This design comes from an exercise in tuning for a short achievable clock period and few clock cycles on the open sky130 flow, not from production work.
In this exercise RTL edits were held to simulation tests only and were not proved equivalent to the original.
Power is estimated from default activity; no workload was simulated.

===== flow/run.sh =====
#!/bin/bash
# synth_recipe.tcl (not shown) runs the flow's synth.tcl, then flattens the netlist and writes it again
# the make line also repeats each setting of config.mk as NAME=value (left out here)
make -C /OpenROAD-flow-scripts/flow DESIGN_CONFIG=/design/flow/config.mk WORK_HOME=/design/flow/orfs CLKGATE_MAP_FILE= SYNTH_SCRIPT=/design/flow/synth_recipe.tcl finish

===== flow/config.mk =====
export PLATFORM = sky130hd
export DESIGN_NAME = MCU
export DESIGN_NICKNAME = MCU
export VERILOG_FILES = /design/flow/design.v
export SDC_FILE = /design/flow/constraint.sdc
export NUM_CORES = 4
export LEC_CHECK = 0
export CAP_MARGIN = 20
export CORE_MARGIN = 2
export CORE_UTILIZATION = 40
export SLEW_MARGIN = 20

===== flow/constraint.sdc =====
create_clock -name core_clock -period 8.0 [get_ports {clk}]
set_input_delay 1.6000 -clock core_clock [delete_from_list [all_inputs] [get_ports {clk}]]
set_output_delay 1.6000 -clock core_clock [all_outputs]
set_load 0.01 [all_outputs]

===== flow/design.v =====
`timescale 1ns / 1ps
module ALU(function_select,shift,A,B,F,zero,neg,carry,overflow,X);
    input [3:0] function_select;
    input [2:0] shift;
    input [7:0] A,B;
    output reg [7:0] X;
    output wire [7:0] F;
    output zero,neg,carry,overflow;
     reg zero,neg,carry,overflow;
    reg [8:0] regcarry;  
    always@(*)begin
        regcarry = 9'b0;
        X = ~B+1;
        case(function_select)
            4'b0000: regcarry = A+B;
            4'b0001: regcarry = A&B;
            4'b0010: regcarry[7:0] = A+ (~B +1);
            4'b0011: regcarry = A<B;
            4'b0100: regcarry = ~A;
            4'b0101: regcarry = A|B;
            4'b0110: regcarry = A^B;
            4'b0111: regcarry = A<< shift;
            4'b1000: regcarry = A>> shift; 
            4'b1001: regcarry = A;
            default: regcarry = 9'b0;
        endcase
        if(regcarry == 0)
        begin
           zero = 1; 
        end
        else 
        begin 
            zero = 0;
         end
        if( regcarry[7]== 1 )
            begin 
            neg = 1;
            end
        else
            begin
            neg = 0;
            end
        if(regcarry[8]== 1'b1)
        begin
            carry = 1;
        end
        else
        begin
            carry = 0;
        end 
        if(function_select == 4'b0010)
        begin
            if(A[7]== X[7] && regcarry[7]!=A[7])
                begin
                overflow = 1;
                end
           else
                begin
                overflow = 0;
                end
        end
        else
        if(A[7]== B[7]&& regcarry[7]!=A[7])
        begin
            overflow = 1;
        end
        else
        begin
            overflow = 0;
        end
     end
    assign F = regcarry[7:0];
endmodule
`timescale 1ns / 1ps
module BranchDetection(BS_In,RW_In,MW_In,PS_In,Inst_In,BranchD_O,BS_N);
input wire [1:0] BS_In;
input wire  RW_In,MW_In,PS_In;
input wire [16:0] Inst_In;
output wire BS_N;
output wire [16:0] BranchD_O;
wire  BSTemp;
assign BSTemp = BS_In[0] || BS_In[1];
assign BS_N = ~ BSTemp;
assign RW_O = RW_In && BS_N;
assign MW_O = MW_In && BS_N;
assign PS_O = PS_In && BS_N;
assign BranchD_O = Inst_In & BS_N;
endmodule
`timescale 1ns / 1ps
module Branch_select(pc,bus_B,BrA);
input [7:0] pc,bus_B;
output reg [7:0]BrA;
always @(pc,bus_B)
begin
    BrA = pc + bus_B;
end
endmodule
`timescale 1ns / 1ps
module Constant_unit(IM,CS,cu_out);
input [5:0] IM;
input CS;
output reg [7:0] cu_out;
    always @(CS or IM)
begin
if(CS==0)
     cu_out[7:0] = {2'b00,IM[5:0]};
else if(CS==1 && IM[5]==1'b1)
     cu_out[7:0] = {{2{IM[5]}},IM[5:0]};
else
     cu_out[7:0] = {{2{IM[5]}},IM[5:0]};
end
endmodule
`timescale 1ns / 1ps
module DHS(MA,MB,RW,AA,BA,DA,DHS_O,DHS_I);
input wire MA,MB,RW;
input wire [2:0] AA,BA,DA;
output wire DHS_O,DHS_I;
wire HA,HB,CmpAOut,CmpBOut,NMA,NMB,DAOr;
assign CmpAOut = (AA == DA) ? 1:0;
assign CmpBOut = (BA == DA) ? 1:0;
assign DAOr = (DA[2] || DA[1] || DA[0]);
assign NMA = ~MA;
assign NMB = ~MB;
assign HA = RW && NMA && DAOr && CmpAOut;
assign HB = RW && NMB && DAOr && CmpBOut;
assign DHS_O = HA || HB;
assign DHS_I = ~DHS_O;
endmodule
`timescale 1ns / 1ps
module Reg_f(clk,A_add,B_add,D_add,Data_in,write_enable,A_data,B_data);
input clk;
input write_enable;
input [2:0] A_add,B_add,D_add;
input [7:0] Data_in;
output reg [7:0] A_data, B_data;
reg [7:0] Rf [1:7];  
always @(*) begin
    case(A_add)
    0 : A_data = 8'b0;
    1 : A_data = Rf[1];
    2 : A_data = Rf[2];
    3 : A_data = Rf[3];
    4 : A_data = Rf[4];
    5 : A_data = Rf[5];
    6 : A_data = Rf[6];
    default : A_data = Rf[7];
    endcase
    case(B_add)
    0 : B_data = 8'b0;
    1 : B_data = Rf[1];
    2 : B_data = Rf[2];
    3 : B_data = Rf[3];
    4 : B_data = Rf[4];
    5 : B_data = Rf[5];
    6 : B_data = Rf[6];
    default : B_data = Rf[7];
    endcase
end
always @(negedge clk)begin
    if(write_enable) begin
    case(D_add)
    0 : ;
    1 : Rf[1] <= Data_in;
    2 : Rf[2] <= Data_in;
    3 : Rf[3] <= Data_in;
    4 : Rf[4] <= Data_in;
    5 : Rf[5] <= Data_in;
    6 : Rf[6] <= Data_in;
    7 : Rf[7] <= Data_in;
endcase
    end
    end
endmodule
`timescale 1ns / 1ps
module MUX_A(registerA,pc_1,bus_A,MA);
    input [7:0] registerA;
    input [7:0] pc_1;
    input MA;
    output reg [7:0] bus_A;
    always@(MA or pc_1 or registerA)
    begin
        if(MA == 0)
        begin
            bus_A = registerA;
        end
       else 
        begin
            bus_A = pc_1;
        end
        end
endmodule
`timescale 1ns / 1ps
module MUX_B(registerB,CS,MB,bus_B);
input [7 :0] registerB;
    input [7:0] CS;
    input MB;
    output reg [7:0]bus_B;
    always@(MB or registerB or CS)
    begin
        if(MB == 0)
        begin
            bus_B = registerB;
        end
       else
        begin
            bus_B = CS;
        end
        end
endmodule
`timescale 1ns / 1ps
module MUX_C(BS,PCIn,PCout,BrA,RAA,PS,Z);
input PS,Z;
input [1:0] BS;
input [7:0] BrA,RAA,PCIn;
output [7:0] PCout;
wire [1:0] Select;
assign Select = {BS[1] & ~BS[0], BS[0] & (BS [1] | (PS^Z))};
assign PCout = (Select == 2'b00) ? PCIn:
               (Select == 2'b01) ? BrA:
               (Select == 2'b10) ? RAA:
               (Select == 2'b11) ? BrA:
               8'b0;
endmodule
`timescale 1ns / 1ps
module MUX_D(alu_fs,datamem_out,MD,bus_D,Fpga_imp);
input [7:0] alu_fs,datamem_out,Fpga_imp;
input [1:0] MD;
output reg [7:0] bus_D;
always@(*)
    begin
        if(MD == 0)
        begin
            bus_D = alu_fs;
        end
       else if (MD == 1)
        begin
            bus_D = datamem_out;
        end
        else if(MD == 2)
        begin 
            bus_D = Fpga_imp;
        end
        else
        begin
            bus_D = alu_fs;
        end
        end
endmodule
`timescale 1ns / 1ps
module Instruction_Decoder(instruct,RW,DA,MD,BS,PS,MW,FS,MA,MB,AA,BA,CS,fpga_wrt);
    input [16:0] instruct;
    output reg [1:0] MD,BS;
    output reg [3:0] FS;
    output reg RW,PS,MW,MA,MB,CS;
    output reg [2:0] DA,AA,BA;
    output reg fpga_wrt;  
    reg [4:0] OPCODE;
    always@(*)
    begin
    AA = instruct[8:6];
    BA = instruct[5:3];
    DA = instruct[11:9];
    OPCODE=instruct[16:12];
    FS = 4'b1001; MD = 2'b00; BS = 2'b00; RW = 1'b0; PS = 1'b0; MW = 1'b0;
    MA = 1'b0; MB = 1'b0; CS = 1'b0; fpga_wrt = 1'b0;
    case(OPCODE)
    5'b00000: begin
     FS = 4'b1001; 
     MD = 2'b00;
     BS = 2'b00; 
     RW = 1'b0;
     PS = 1'b0; 
     MW = 1'b0;
     MA = 1'b0; 
     MB = 1'b0; 
     CS = 1'b0;
     AA = 3'b000;
     BA = 3'b000;
     DA = 3'b000;
     end
    5'b00001: begin 
    FS = 4'b0000; 
    MD = 2'b00 ; 
    BS = 2'b00;
    RW = 1'b1;
    PS = 1'b0; 
    MW = 1'b0;
    MA = 1'b0; 
    MB = 1'b0; 
    CS = 1'b0; 
    AA = instruct[8:6];
    BA = instruct[5:3];
    DA = instruct[11:9];
    end
    5'b00010: begin 
    FS = 4'b0001; 
    MD = 2'b00 ; 
    BS = 2'b00;
    RW = 1'b1;
    PS = 1'b0; 
    MW = 1'b0;
    MA = 1'b0; 
    MB = 1'b1; 
    CS = 1'b0;
    BA = 3'b000; 
    AA = instruct[8:6];
    DA = instruct[11:9];
    end
    5'b00011: begin 
    FS = 4'b0000; 
    MD = 2'b00; 
    BS = 2'b00; 
    RW = 1'b1;
    PS = 1'b0; 
    MW = 1'b0;
    MA = 1'b0; 
    MB = 1'b1; 
    CS = 1'b1;
    BA = 3'b000;
    AA = instruct[8:6];
    DA = instruct[11:9];
    end
    5'b00100: begin 
    FS = 4'b0010; 
    MD = 2'b00 ; 
    BS = 2'b00;
    RW = 1'b1;
    PS = 1'b0; 
    MW = 1'b0;
    MA = 1'b0; 
    MB = 1'b0; 
    CS = 1'b0; 
    AA = instruct[8:6];
    BA = instruct[5:3];
    DA = instruct[11:9];
    end
    5'b00101: begin 
    FS = 4'b0011; 
    MD = 2'b00; 
    BS = 2'b00; 
    RW = 1'b1;
    PS = 1'b0; 
    MW = 1'b0;
    MA = 1'b0; 
    MB = 1'b0; 
    CS = 1'b0; 
    AA = instruct[8:6];
    BA = instruct[5:3];
    DA = instruct[11:9];
    end
    5'b00110: begin 
    FS = 4'b0100;
    MD = 2'b00; 
    BS = 2'b00; 
    RW = 1'b1;
    PS = 1'b0; 
    MW = 1'b0;
    MA = 1'b0; 
    MB = 1'b0; 
    CS = 1'b0;
    BA = 3'b000; 
    AA = instruct[8:6];
    DA = instruct[11:9];
    end
    5'b00111: begin 
    FS = 4'b1001; 
    MD = 2'b01; 
    BS = 2'b00;
    RW = 1'b1;
    PS = 1'b0; 
    MW = 1'b0;
    MA = 1'b0; 
    MB = 1'b0; 
    CS = 1'b0;
    BA = 3'b000;
    AA = instruct[8:6];
    DA = instruct[11:9];
    end
    5'b01000: begin 
    FS = 4'b1001; 
    MD = 2'b00; 
    BS = 2'b00; 
    RW = 1'b0;
    PS = 1'b0; 
    MW = 1'b1;
    MA = 1'b0; 
    MB = 1'b0; 
    CS = 1'b0;
    DA = 3'b000;
    AA = instruct[8:6]; 
    BA = instruct[5:3];
    end
    5'b01001: begin 
    FS = 4'b1001; 
    MD = 2'b00; 
    BS = 2'b00; 
    RW = 1'b1;
    PS = 1'b0; 
    MW = 1'b0;
    MA = 1'b0; 
    MB = 1'b0; 
    CS = 1'b0;
    BA = 3'b000; 
    AA = instruct[8:6];
    DA = instruct[11:9];
    end
    5'b01010: begin 
    FS = 4'b1001; 
    MD = 2'b00; 
    BS = 2'b11; 
    RW = 1'b0;
    PS = 1'b0; 
    MW = 1'b0;
    MA = 1'b1; 
    MB = 1'b1; 
    CS = 1'b1;
    DA = 3'b000;
    AA = 3'b000;
    BA = 3'b000; 
    end
    5'b01011:begin 
    FS = 4'b1001; 
    MD = 2'b00; 
    BS = 2'b10; 
    RW = 1'b0;
    PS = 1'b0; 
    MW = 1'b0;
    MA = 1'b0; 
    MB = 1'b0; 
    CS = 1'b1;
    DA = 3'b000;
    BA = instruct[5:3];
    AA = instruct[8:6]; 
    end
    5'b01100: begin 
    FS = 4'b1001; 
    MD = 2'b00; 
    BS = 2'b11; 
    RW = 1'b1;
    PS = 1'b0; 
    MW = 1'b0;
    MA = 1'b1; 
    MB = 1'b1; 
    CS = 1'b1;
    DA = instruct[11:9]; 
    AA = 3'b000;
    BA = 3'b000;
    end
    5'b01101: begin 
    FS = 4'b0101; 
    MD = 2'b00; 
    BS = 2'b00;
    RW = 1'b1;
    PS = 1'b0; 
    MW = 1'b0;
    MA = 1'b0; 
    MB = 1'b1; 
    CS = 1'b0;
    BA = 3'b000; 
    AA = instruct[8:6];
    DA = instruct[11:9];
    end 
    5'b01110: begin 
    FS = 4'b0110; 
    MD = 2'b00; 
    BS = 2'b00; 
    RW = 1'b1;
    PS = 1'b0; 
    MW = 1'b0;
    MA = 1'b0; 
    MB = 1'b0; 
    CS = 1'b0; 
    AA = instruct[8:6];
    BA = instruct[5:3];
    end
    5'b01111: begin 
    FS = 4'b0111; 
    MD = 2'b00; 
    BS = 2'b00; 
    RW = 1'b1;
    PS = 1'b0; 
    MW = 1'b0;
    MA = 1'b0; 
    MB = 1'b0; 
    CS = 1'b0;
    BA = 3'b000;  
    AA = instruct[8:6];
    DA = instruct[11:9];
    end
    5'b10001: begin 
    FS = 4'b1000; 
    MD = 2'b00; 
    BS = 2'b00;
    RW = 1'b1;
    PS = 1'b0; 
    MW = 1'b0;
    MA = 1'b0; 
    MB = 1'b0; 
    CS = 1'b0;
    BA = 3'b000;
    AA = instruct[8:6];
    DA = instruct[11:9]; 
    end
    5'b10010: begin 
    FS = 4'b1001; 
    MD = 2'b00; 
    BS = 2'b01; 
    RW = 1'b0;
    PS = 1'b0; 
    MW = 1'b0;
    MA = 1'b0; 
    MB = 1'b1; 
    CS = 1'b1;
    DA = 3'b000;
    AA = instruct[8:6];
    BA = 3'b000; 
    end
    5'b10011: begin 
    FS = 4'b1001; 
    MD = 2'b00; 
    BS = 2'b01;
    RW = 1'b0;
    PS = 1'b1; 
    MW = 1'b0;
    MA = 1'b0; 
    MB = 1'b1; 
    CS = 1'b1;
    DA = 3'b000;
    AA = instruct[8:6];
    BA = 3'b000; 
    end
    5'b10100: begin
    FS = 4'b0000; MD = 2'b10 ; BS = 2'b00; DA = instruct[11:9]; AA = instruct[8:6]; BA = instruct[5:3]; 
    RW = 1'b1;PS = 1'b0; MW = 1'b0;MA = 1'b0; MB = 1'b0; CS = 1'b0; fpga_wrt = 1'b0;
    end
    5'b10101: begin
     FS = 4'b0000; MD = 2'b00 ; BS = 2'b00; DA = 3'b000; AA = instruct[8:6]; BA = instruct[5:3]; 
    RW = 1'b1;PS = 1'b0; MW = 1'b0;MA = 1'b0; MB = 1'b0; CS = 1'b0; fpga_wrt = 1'b1;
    end
    default : begin
    AA = 3'b000; BA = 3'b000; DA = 3'b000;
    end
    endcase
    end
endmodule
`timescale 1ns / 1ps
module MCU(clk,reset,imem_addr,imem_data,dmem_addr,dmem_we,dmem_wdata,dmem_rdata,
           in_data,out_we,out_addr,out_data);
input clk,reset;
output [7:0] imem_addr;    
input [16:0] imem_data;    
output [7:0] dmem_addr;    
output dmem_we;            
output [7:0] dmem_wdata;   
input [7:0] dmem_rdata;    
input [7:0] in_data;       
output out_we;             
output [7:0] out_addr, out_data;
reg [7:0] PC_R;
wire [7:0] MuxC_Out;
wire [7:0] Pc_Fetch, Pc_pc1_Fetch;
wire [16:0] Inst_Fetch;
wire [16:0] Branch_Fetch;
reg [7:0] Pc1_IF_R;
reg [16:0] IR_IF_R;
assign Pc_Fetch = PC_R;
assign Pc_pc1_Fetch = PC_R + 8'h1;  
assign imem_addr = Pc_Fetch;
assign Inst_Fetch = imem_data;
wire [2:0] AA_Decoder,BA_Decoder, DA_Dec, SH_Dec;
wire [7:0] A_Data_Decoder,B_Data_Decoder,PC1_Dec;
wire RW_Dec,PS_Dec,MW_Dec, MA_Dec, MB_Dec,CS_Dec,BS_Invert_wire;
wire [1:0] MD_Dec, BS_Dec;
wire [3:0] FS_Dec;
wire [7:0] busA_Dec, busB_Dec, constant_output_Dec;
wire [5:0] IM_Dec;
wire [16:0] IR_Dec;
wire FPGA_Dec;  
reg [7:0] PC2_Dec_R, busA_Dec_R,busB_Dec_R;
reg RW_Dec_R,PS_Dec_R,MW_Dec_R;
reg [2:0] DA_Dec_R,SH_Dec_R;
reg [1:0] MD_Dec_R, BS_Dec_R;
reg [3 :0] FS_Dec_R;
assign PC1_Dec = Pc1_IF_R;
assign IR_Dec = IR_IF_R;
assign IM_Dec = IR_IF_R[5:0];
assign SH_Dec = IR_IF_R[2:0];
MUX_A MuxACall(.registerA(A_Data_Decoder),.pc_1(PC1_Dec),.bus_A(busA_Dec),.MA(MA_Dec));
MUX_B MuxBCall(.registerB(B_Data_Decoder),.CS(constant_output_Dec),.MB(MB_Dec),.bus_B(busB_Dec));
Instruction_Decoder InstructionDecoderCall(.instruct(IR_Dec),.RW(RW_Dec),.DA(DA_Dec),.MD(MD_Dec),.BS(BS_Dec),
           .PS(PS_Dec),.MW(MW_Dec),.FS(FS_Dec),.MA(MA_Dec),.MB(MB_Dec),.AA(AA_Decoder),.BA(BA_Decoder),.CS(CS_Dec),.fpga_wrt(FPGA_Dec));
   Constant_unit ConstantunitCall(.IM(IM_Dec),.CS(CS_Dec),.cu_out(constant_output_Dec));
BranchDetection BranchdetectCall(.BS_In(BS_Dec),.RW_In(RW_Dec),.MW_In(MW_Dec),.PS_In(PS_Dec),.Inst_In(Inst_Fetch),.BranchD_O(Branch_Fetch),.BS_N(BS_Invert_wire));   
wire RW_EX,PS_EX, MW_EX;
wire [2:0] DA_EX,SH_EX; 
wire [1:0] MD_EX,BS_EX;
wire [3:0] FS_EX; 
wire [7:0] PC2_EX;
wire [7:0] BrA_EX; 
wire [7:0] BusB_EX,RAA_EX;
wire [7:0] ALU_FS_EX,Datamem_EX;
wire Zero_EX,Carry_EX,Neg_EX,Overflow_EX;
wire DHS_Out, DHS_Not_W;
wire [7:0] Fpga_DataIO_Ex;  
reg RW_EX_R;
reg [2:0] DA_EX_R;
reg [1:0] MD_EX_R;
reg [7:0] ALU_EX_R, Datamem_EX_R;
reg [7:0] FPGA_DataIO_R;
reg FPGA_Dec_R;  
assign RW_EX = RW_Dec_R; 
assign PS_EX = PS_Dec_R;
assign MW_EX = MW_Dec_R;
assign DA_EX = DA_Dec_R; 
assign SH_EX = SH_Dec_R;
assign MD_EX = MD_Dec_R;
assign BS_EX = BS_Dec_R;
assign FS_EX = FS_Dec_R;
assign PC2_EX = PC2_Dec_R; 
assign BusB_EX = busB_Dec_R;
assign RAA_EX = busA_Dec_R;
Branch_select AdderCall(.pc(PC2_EX),.bus_B(BusB_EX),.BrA(BrA_EX));
ALU ALUCall(.function_select(FS_EX),.shift(SH_EX),.A(RAA_EX),.B(BusB_EX),.F(ALU_FS_EX),.zero(Zero_EX),.neg(Neg_EX),.carry(Carry_EX),.overflow(Overflow_EX));
assign dmem_addr = RAA_EX;
assign dmem_we = MW_EX;
assign dmem_wdata = BusB_EX;
assign Datamem_EX = dmem_rdata;
MUX_C PC_Fetch(.BS(BS_EX),.PCIn(Pc_pc1_Fetch),.PCout(MuxC_Out),.BrA(BrA_EX),.RAA(RAA_EX),.PS(PS_EX),.Z(Zero_EX));
DHS DHSCall(.MA(MA_Dec),.MB(MB_Dec),.RW(RW_EX),.AA(AA_Decoder),.BA(BA_Decoder),.DA(DA_EX),.DHS_O(DHS_Out),.DHS_I(DHS_Not_W));
assign out_we = FPGA_Dec_R;
assign out_addr = RAA_EX;
assign out_data = BusB_EX;
assign Fpga_DataIO_Ex = in_data;
wire [7:0] alu_wb,busD_wb;
wire [2:0] da_wb;
wire rw_wb;
wire [7:0] datamem_wb;
wire [1:0] md_wb;
wire [7:0] FPGA_wb;
assign alu_wb = ALU_EX_R;
assign da_wb = DA_EX_R;
assign rw_wb = RW_EX_R;
assign datamem_wb = Datamem_EX_R;
assign md_wb = MD_EX_R;
assign FPGA_wb = FPGA_DataIO_R;
Reg_f Regfile_Fetch(.clk(clk),.A_add(AA_Decoder),.B_add(BA_Decoder),.D_add(da_wb),.Data_in(busD_wb),.write_enable(rw_wb),.A_data(A_Data_Decoder),.B_data(B_Data_Decoder));
MUX_D MUX_D_Call(.alu_fs(alu_wb),.datamem_out(datamem_wb),.MD(md_wb),.bus_D(busD_wb),.Fpga_imp(FPGA_wb));
always @(posedge clk or negedge reset)
begin
if(!reset)
begin
PC_R <= 0;
Pc1_IF_R <= 0;
IR_IF_R <= 0;
PC2_Dec_R <= 0;
busA_Dec_R <= 0;
busB_Dec_R <= 0;
RW_Dec_R <= 0;
PS_Dec_R <= 0;
MW_Dec_R <= 0;
DA_Dec_R <= 0;
SH_Dec_R <= 0;
MD_Dec_R <= 0;
BS_Dec_R <= 0;
FS_Dec_R <= 0;
FPGA_Dec_R <= 0;
 RW_EX_R <= 0;
 DA_EX_R <= 0;
 MD_EX_R <= 0;
 ALU_EX_R <= 0;
 Datamem_EX_R <= 0;
 FPGA_DataIO_R <= 0;
end
else
begin
if(DHS_Out == 0)  
begin
PC_R <= MuxC_Out;
Pc1_IF_R <= Pc_pc1_Fetch;
IR_IF_R <= (BS_Dec[0] || BS_Dec[1]) ? Branch_Fetch : Inst_Fetch;
PC2_Dec_R <= PC1_Dec;
busA_Dec_R <= busA_Dec;
busB_Dec_R <= busB_Dec;
RW_Dec_R <= RW_Dec;
PS_Dec_R <= PS_Dec;
MW_Dec_R <= MW_Dec;
DA_Dec_R <= DA_Dec;
SH_Dec_R <= SH_Dec;
MD_Dec_R <= MD_Dec;
BS_Dec_R <= BS_Dec;
FS_Dec_R <= FS_Dec;
FPGA_Dec_R <= FPGA_Dec;
end
else  
begin
 PC_R   <= PC_R;
 Pc1_IF_R <= Pc1_IF_R;
 IR_IF_R <= IR_IF_R;
 PC2_Dec_R <= PC2_Dec_R;
 busA_Dec_R <= busA_Dec;
 busB_Dec_R <= busB_Dec;
 RW_Dec_R <= RW_Dec && DHS_Not_W;
 DA_Dec_R <= DA_Dec & {3{DHS_Not_W}};
 MD_Dec_R <= MD_Dec;
 BS_Dec_R <= BS_Dec & {2{DHS_Not_W}};
 PS_Dec_R <= PS_Dec;
 MW_Dec_R <= MW_Dec && DHS_Not_W;
 FS_Dec_R <= FS_Dec;
 SH_Dec_R <= SH_Dec;
 FPGA_Dec_R <= FPGA_Dec && DHS_Not_W;
  end 
 RW_EX_R <= RW_EX;
 DA_EX_R <= DA_EX;
 MD_EX_R <= MD_EX;
 ALU_EX_R <= ALU_FS_EX;
 Datamem_EX_R <= Datamem_EX;
 FPGA_DataIO_R <= Fpga_DataIO_Ex;
end
end
endmodule

==> results.txt <==
Layout:
- After filler insertion, the fill cell instance count of the layout stands at 2,113.
- The synthesis-to-layout area growth is 18.48%.
- Once layout is complete, the utilization of the core stands at 48.21%.
- The register area is 0.004309 sq mm.
- 0 antenna diodes ended up in the layout.
- Cells with a size suffix above 1 make up 7.143% of the layout.
- The number of nets in the finished design is 1,094.
- The multi-input combinational cells in the finished layout cover a total of 0.004400 sq mm.

Worst setup path:
- In this run the critical register-to-register path is launched from MD_EX_R[0]$_DFF_PN0_.
- The logic depth of the worst register-to-register path is 4.
- The cell repeated most along the worst path is sky130_fd_sc_hd__nor2_1.
- In this run the register-to-register setup slack is 2.28 ns.
- The worst reg2reg path endpoint is Regfile_Fetch.Rf[7][2]$_DFFE_NP_.
- The signal on the critical path passes through nand2b_1, nand2_1, nor2_1, nor2_1.
- The largest individual stage delay along the critical path comes from the cell sky130_fd_sc_hd__dfrtp_1.
- At the worst endpoint, the arrival time is 1.90 ns.
- The largest delay contributor family on the critical path is simple AND/OR/NAND/NOR gates.
- The start-to-end type of the worst setup path is flip-flop to flip-flop.
- The data required time at the worst endpoint is 4.18 ns.
- The worst setup path is launched from a flip-flop.
- STA classifies the critical path endpoint as a flip-flop.
- Counting both buffers and inverters, the worst setup path holds a total of 0.
- The largest fanout on the critical path is 14.
- The delay of the slowest critical-path stage is 0.63 ns.

Synthesis:
- Counting flops and latches in the post-synthesis netlist gives 161.
- After synthesis, the share of flip-flops with an asynchronous set or reset is 65.22%.
- The number of warnings issued by yosys is 13.
- Averaged over all synthesized cells, the footprint is 9.874 sq um.
- The netlist uses 71 different library cells.
- The share of synthesized area occupied by flip-flops and latches is 46.77%.
- The post-synthesis cell area is 0.009213 sq mm.
- The most used flip-flop cell after synthesis is sky130_fd_sc_hd__dfrtp_1.
- Yosys mapped a number of flops with a built-in enable equal to 56.
- The cell count after synthesis came out at 933.
- Counting every net in the synthesized netlist gives 1,004.

CTS:
- TritonCTS built the clock tree.
- The clock drives 161 sinks.
- After clock tree synthesis, the flow added hold-fix buffers numbering 0.
- The H-tree was split into 4 levels.
- The clock-pin slew on the worst setup and hold paths is 0.07 ns.
- The number of buffers added for setup after CTS is 0.
- The clock reaches the later pin of the worst-skew pair after 0.47 ns.
- Counting along the longest clock path gives a buffer depth of 2.
- The number of buffers added by the clock tree synthesis step is 17.
- Gates resized during post-CTS repair numbered 0.
- The clock tree root buffer cell is sky130_fd_sc_hd__clkbuf_16.

Flow run:
- The max capacitance violation total is 0.

Worst hold path:
- The sink of the worst hold path is MD_EX_R[0]$_DFF_PN0_.
- The worst hold path cell count is 0.
- The worst min-delay path class is flip-flop to flip-flop.
- In this run the most critical hold path is launched from MD_Dec_R[0]$_DFF_PN0_.

Timing:
- The final count of hold timing violations came to 0.
- The smallest setup slack after layout is 2.281 ns.
- For the pin with the worst max-slew slack, the measured transition is 1.145 ns.
- The clock skew after layout is 0.04395 ns.
- The number of setup violations in the final report is 0.
- The final max-slew violation count was 0.
- Setup repair after global routing left no endpoint under its margin.
- The max-slew headroom at the worst pin is 23.42%.
- Adding up every negative setup slack in the final design gives 0 ns.

Die:
- The core region area is 0.02264 sq mm.
- The I/O pin count is 77.
- The height of the die is 155.8 um.
- The cell row count is 55.
- The initial utilization of the core area, before any placement, comes to 40.69%.
- From left edge to right edge, the die measures 155.8 um.
- The overall die area is 0.02426 sq mm.

Route:
- In this run the remaining antenna-violating nets after routing total 0.
- The number of remaining DRC errors is 0.
- For this block, the initial DRC count from the detailed router was 705.
- The length of the first detailed-routing pass in iterations is 6.
- Wires add up to 27.09 mm.
- The routed length per placed instance is 20.51 um.
- In the routed layout, each cell is associated on average with a via count of 5.779.
- The overall via count from detail_route is 7,634.

Global route:
- Summed over all layers, the global routing overflow is 0.
- The largest net degree at the start of global routing is 55.
- Global routing consumed, over all layers together, 22.80% of the routing resources.
- The number of antenna violations at the first check in global routing is 0.
- The first-pass GRT wire length is 42.01 mm.
- The number of global-route vias before repair came to 7,268.

Power:
- Total power for the finished layout comes to 4772 uW.
- Dividing total power by cell area gives a power density of 437.2 mW/mm^2.
- IR analysis of the VDD net gives a maximum drop of 0.0002097 V.
- For this design the static power due to leakage is 0.004493 uW.

Place:
- The number of I/O port buffers is 76.
- The estimated wirelength of the detail-placed design is 19.15 mm.
- At the end of routability-driven placement, the weighted congestion stood at 0.9289.
- The setup slack after placement is 2.314 ns.

Status:
- The run finished with no timing, DRC or antenna violations.
worst max path at each step:
stage / from / end / slack (ns) / cells past startpoint
2_1_floorplan: DA_EX_R[2]$_DFF_PN0_ / Regfile_Fetch.Rf[2][0]$_DFFE_NP_ / 2.58 / 1
4_1_cts: MD_EX_R[0]$_DFF_PN0_ / Regfile_Fetch.Rf[6][0]$_DFFE_NP_ / 2.29 / 4
5_1_grt: MD_EX_R[0]$_DFF_PN0_ / Regfile_Fetch.Rf[1][2]$_DFFE_NP_ / 2.12 / 4
3_5_place_dp: MD_EX_R[0]$_DFF_PN0_ / Regfile_Fetch.Rf[3][2]$_DFFE_NP_ / 2.31 / 4
3_3_place_gp: DA_EX_R[0]$_DFF_PN0_ / Regfile_Fetch.Rf[6][1]$_DFFE_NP_ / 2.40 / 2
6_report: MD_EX_R[0]$_DFF_PN0_ / Regfile_Fetch.Rf[7][2]$_DFFE_NP_ / 2.28 / 4
area by class of cell:
class	instances	area share, %
multi-input cells	658	40.31
clock buffers	17	3.897
repair buffers	84	7.497
clock inverters	71	4.000
flip-flops and latches	161	39.48
inverters	45	1.547
well taps	285	3.267
metal layers:
layer	GRT usage, %	part of all wire, %
met4	10.48	4.1
met2	36.62	47
met3	3.694	5.6
met1	30.42	44
met5	0	0
power by group:
| part | leakage [uW] | internal (uW) | switching (uW) |
|---|---|---|---|
| combinational | 0.00206 | 925 | 1220 |
| sequential | 0.00182 | 1140 | 476 |
| clock | 0.000619 | 573 | 441 |
cells in the final DEF (no fill, tap or decap), types with 9 or more instances in the layout:
| master | Yosys | layout |
|---|---|---|
| sky130_fd_sc_hd__nand2_1 | 110 | 110 |
| sky130_fd_sc_hd__dfrtp_1 | 105 | 105 |
| sky130_fd_sc_hd__inv_1 | 46 | 101 |
| sky130_fd_sc_hd__clkdlybuf4s50_1 | 0 | 75 |
| sky130_fd_sc_hd__nor2_1 | 69 | 69 |
| sky130_fd_sc_hd__o21ai_0 | 66 | 66 |
| sky130_fd_sc_hd__edfxtp_1 | 56 | 56 |
| sky130_fd_sc_hd__a21oi_1 | 45 | 45 |
| sky130_fd_sc_hd__ha_1 | 33 | 33 |
| sky130_fd_sc_hd__mux2i_1 | 27 | 27 |
| sky130_fd_sc_hd__a22oi_1 | 26 | 26 |
| sky130_fd_sc_hd__nor2b_1 | 19 | 19 |
| sky130_fd_sc_hd__nor3_1 | 18 | 18 |
| sky130_fd_sc_hd__nand2b_1 | 17 | 17 |
| sky130_fd_sc_hd__clkbuf_16 | 0 | 17 |
| sky130_fd_sc_hd__a32oi_1 | 15 | 15 |
| sky130_fd_sc_hd__xnor2_1 | 12 | 12 |
| sky130_fd_sc_hd__nand3_1 | 12 | 12 |
| sky130_fd_sc_hd__nand4_1 | 11 | 11 |
| sky130_fd_sc_hd__o211ai_1 | 11 | 11 |
| sky130_fd_sc_hd__mux2_2 | 11 | 11 |
| sky130_fd_sc_hd__a211oi_1 | 10 | 10 |
| sky130_fd_sc_hd__a31oi_1 | 10 | 10 |
| sky130_fd_sc_hd__o22ai_1 | 10 | 9 |
| sky130_fd_sc_hd__mux4_2 | 9 | 9 |
| sky130_fd_sc_hd__buf_4 | 17 | 9 |
kinds of logic (layout without fill, tap and decap cells):
family / after synthesis / count (layout) / synth area share (%)
AO/OA/AOI/OAI: 250 / 250 / 17.91
buffers and inverters: 114 / 217 / 5.609
flip-flops: 161 / 161 / 46.77
XOR/XNOR: 20 / 20 / 1.983
AND/OR/NAND/NOR: 304 / 304 / 15.94
multiplexers: 48 / 48 / 6.641
adder cells (fa/ha/maj): 36 / 36 / 5.134
flip-flops by register name, summed over array words and instances, names as in the netlist, 4 cells and up:
name	flops
Pc1_IF_R	8
FS_Dec_R	4
ALU_EX_R	8
IR_IF_R	17
PC_R	8
PC2_Dec_R	8
busA_Dec_R	8
Regfile_Fetch.Rf	56
FPGA_DataIO_R	8
Datamem_EX_R	8
busB_Dec_R	8
stage by stage:
step / std cells / instance area, sq um / hold slack, ns
3_3_place_gp: 1234 / 10060 / 0.3361
4_1_cts: 1321 / 10920 / 0.3467
3_5_place_dp: 1234 / 10060 / 0.3379
6_report: 1321 / 10920 / 0.3432
2_1_floorplan: 933 / 9213 / 0.3312
5_1_grt: 1321 / 10920 / 0.3464
synthesized netlist by cell type, types with 12 or more instances:
cell type | number | area, sq um
sky130_fd_sc_hd__nand2_1 | 110 | 412.9
sky130_fd_sc_hd__dfrtp_1 | 105 | 2628
sky130_fd_sc_hd__nor2_1 | 69 | 259.0
sky130_fd_sc_hd__o21ai_0 | 66 | 330.3
sky130_fd_sc_hd__edfxtp_1 | 56 | 1682
sky130_fd_sc_hd__inv_1 | 46 | 172.7
sky130_fd_sc_hd__a21oi_1 | 45 | 225.2
sky130_fd_sc_hd__clkbuf_1 | 37 | 138.9
sky130_fd_sc_hd__ha_1 | 33 | 412.9
sky130_fd_sc_hd__mux2i_1 | 27 | 270.3
sky130_fd_sc_hd__a22oi_1 | 26 | 195.2
sky130_fd_sc_hd__nor2b_1 | 19 | 118.9
sky130_fd_sc_hd__nor3_1 | 18 | 90.09
sky130_fd_sc_hd__buf_4 | 17 | 127.6
sky130_fd_sc_hd__nand2b_1 | 17 | 106.4
sky130_fd_sc_hd__a32oi_1 | 15 | 131.4
sky130_fd_sc_hd__nand3_1 | 12 | 60.06
sky130_fd_sc_hd__xnor2_1 | 12 | 105.1
Testbench counts, summed over its fixed seeds: cycles 180,928.
